Context: an optimization exercise on an open-source flow, tuned for small area and a short achievable clock period. The choices shown serve that exercise and are no tape-out recipe. Only simulation tests tie the RTL to the original design; equivalence was not proved.

## main
Design dds, start of the top module:
module dds
(
    input wire          sys_clk     ,
    input wire          sys_rst_n   ,
    input wire  [5:0]   wave_sel,
    input wire  [3:0]   mode_sel,
    input wire  [8:0]   F,
    input wire  [10:0]  T,
    input wire  [6:0]   Z,
    output reg  [21:0]  dac_data,
    output wire [7:0]   dac_data_8bit
);
reg [5:0]  wave_sel1;
reg [3:0]  mode_sel1;
reg        m1d;                
wire w_lfm  = (wave_sel1 == 6'b000100);
wire w_nflm = (wave_sel1 == 6'b100000);
wire w_bpsk = (wave_sel1 == 6'b001000);
wire w_qpsk = (wave_sel1 == 6'b010000);
wire w_cos  = (wave_sel1 == 6'b000010);
wire w_psk  = w_bpsk | w_qpsk;
wire m_1    = (mode_sel1 == 4'b0001);
wire m_2    = (mode_sel1 == 4'b0010);
wire m_4    = (mode_sel1 == 4'b0100);
wire m_8    = (mode_sel1 == 4'b1000);
function [31:0] radd;
    input [31:0] a;
    input [31:0] b;
    input        ci;
    integer k;
    reg c;
    begin
        c = ci;
        for (k = 0; k < 32; k = k + 1) begin
            radd[k] = a[k] ^ b[k] ^ c;
            c = (a[k] & b[k]) | (c & (a[k] ^ b[k]));
        end
    end
endfunction
reg [8:1] v;
always @(posedge sys_clk or negedge sys_rst_n)
    if (!sys_rst_n) v <= 8'd0;
    else            v <= {v[7:1], 1'b1};
reg [8:0]  Fr, Fr2;
reg [10:0] Tr, Tr2;
reg [6:0]  Z1;
reg [4:0]  flag;
always @(posedge sys_clk or negedge sys_rst_n)
    if (!sys_rst_n) begin
        wave_sel1 <= 6'd0; mode_sel1 <= 4'd0; Fr <= 9'd0; Tr <= 11'd0; Z1 <= 7'd0;
        flag <= 5'd0;
    end else begin
  ...
Size in the first run: ~13,000 cells after synthesis, roughly 690 flip-flops, roughly 69 I/O pins, ~0.092 mm² of cells after synthesis.
clock: 120.0 ns
lec_check: 0
abc_area: 1
cap_margin: 8
core_margin: 2
core_utilization: 45
cts_cluster_diameter: 100
cts_cluster_size: 30
slew_margin: 8
synth_memory_max_bits: 16384
standard.sh (not shown) runs the stock make flow with config.mk's settings and CLKGATE_MAP_FILE= SYNTH_SCRIPT=/design/flow/synth_recipe.tcl, a recipe that flattens the netlist after the stock synthesis.
==> flow/flow/run.sh <==
#!/bin/bash
# Layout flow: the standard flow with two changes made after global
# placement, before the standard resizing:
#  - the port buffers that buffer_ports inserts are made
#    sky130_fd_sc_hd__buf_4 (it picks clkdlybuf4s50_1, a delay cell); every
#    port keeps its buffer;
#  - gates in the fanout of the data inputs that drive five or more pins are
#    given drive strength 4 (2 where there is no 4).
set -euo pipefail

# synthesis, floorplan and global placement (with port buffering)
bash standard.sh 3_3_place_gp > flow_to_gp.log 2>&1

openroad -no_init -exit flow/port_buffers.tcl > port_buffers.log 2>&1
openroad -no_init -exit flow/upsize_inputs.tcl > upsize_inputs.log 2>&1

# the rest of the standard flow, from resizing on
bash standard.sh > flow_rest.log 2>&1
Other scripts of this flow, unchanged in this note and not shown: flow/flow/port_buffers.tcl, flow/flow/upsize_inputs.tcl
Setup changes, main to the feature branch
diff --git a/flow/design.v b/flow/design.v
--- a/flow/design.v
+++ b/flow/design.v
@@ -896,16 +896,18 @@
     rd[1] <= r1; rd[2] <= rd[1]; rd[3] <= rd[2]; rd[4] <= rd[3]; rd[5] <= rd[4];
 end
 always @(posedge sys_clk)
     nclr_d <= nflm_clr;
 wire [20:0] nflm_mag;
 wire        nflm_neg;
 dds_ctrl nflm_sine (.clk(sys_clk), .A(rd[5]), .vld(v[8]), .mag(nflm_mag), .neg(nflm_neg));
+wire [31:0] nflm_sum = radd({10'd0, (nflm_neg ? ~{1'b0, nflm_mag} : {1'b0, nflm_mag})},
+                            {10'd0, (nflm_neg ? 22'h200002 : 22'h1FFFFF)}, 1'b0);
 wire [21:0] nflm_ofs = (nflm_mag == 21'd0) ? 22'h1FFFFF :
-                       (nflm_neg ? ~{1'b0, nflm_mag} : {1'b0, nflm_mag}) + (nflm_neg ? 22'h200002 : 22'h1FFFFF);
+                       nflm_sum[21:0];
 always @(posedge sys_clk)
     case (tc_d)
         3'd1: rom_addr_theta <= 23'h1FFFFF;
         3'd2: rom_addr_theta <= 23'h3FFFFF;
         3'd3: rom_addr_theta <= 23'h0FFFFF;
         3'd4: rom_addr_theta <= 23'h2FFFFF;
         3'd5: rom_addr_theta <= 23'h4FFFFF;
@@ -914,15 +916,16 @@
         default: rom_addr_theta <= 23'd0;
     endcase
 wire [22:0] rom_addr = rom_addr_theta + fre_add[31:9];
 wire [21:0] dds_data;
 wire [20:0] main_mag;
 wire        main_neg;
 dds_ctrl main_sine (.clk(sys_clk), .A(rom_addr[22:5]), .vld(v[3]), .mag(main_mag), .neg(main_neg));
-assign dds_data = main_neg ? (22'd0 - {1'b0, main_mag}) : {1'b0, main_mag};
+wire [31:0] main_negv = radd({10'h3FF, ~{1'b0, main_mag}}, 32'd0, 1'b1);
+assign dds_data = main_neg ? main_negv[21:0] : {1'b0, main_mag};
 wire        dac_en   = (mode_sel == 4'b0001) | !T_cnt_d[4];
 wire [7:0]  dds_8bit = dds_data[21:14] + (dds_data[21] ? 8'd129 : 8'd127);
 reg  [7:0]  d8;
 always @(posedge sys_clk or negedge sys_rst_n)
     if (!sys_rst_n) begin
         dac_data <= 22'd0;
         d8       <= 8'h00;
### Flow results
In the feature branch, the worst slack at placement came out 3.3 ps below the value in main. The feature branch vs. main: wire length lower, final cycle utilization of the critical path roughly the same, met3 wire length lower, multiplexer share of the synthesized area roughly the same, cell area lower. Looking at the feature branch and main, the effective utilization at floorplan is a wash. Diff main..the feature branch | utilization after layout | negligible. Going from main to the feature branch, post-synthesis compound-gate area fraction now sits at about the same level; worst slew slack as a fraction of its limit rose 5.4 points; post-route worst hold slack went down. In the metrics for the feature branch and main, the one carrying the higher slack of the worst reg-to-reg path is main.

==> port drivers added, routing unchanged <==
No port has a modelled driver above. Below, the same layouts with a new extraction and two added sets of constraints. Step 1, drivers: a clkbuf_16 drives sys_clk and a buf_2 each remaining input, both assumed. Step 2 also shifts input and output timing later by t, the mid clock arrival at the registers, as if the neighbouring blocks saw the same clock. Slacks: ideal ports / drivers / drivers and shift; pairs: ideal ports / drivers.
run | shift t [ns] | setup WS [ns] | latest minus earliest clock arrival (ns)
main | 0.776 | 94.766 / 94.671 / 94.761 | 0.060 / 0.060
the feature branch | 0.752 | 94.753 / 94.677 / 94.775 | 0.059 / 0.059
After both steps setup and hold are still met in every run listed. The setup slack of main, which loses most, moves by -0.095 ns with the drivers and by -0.005 ns with both steps.
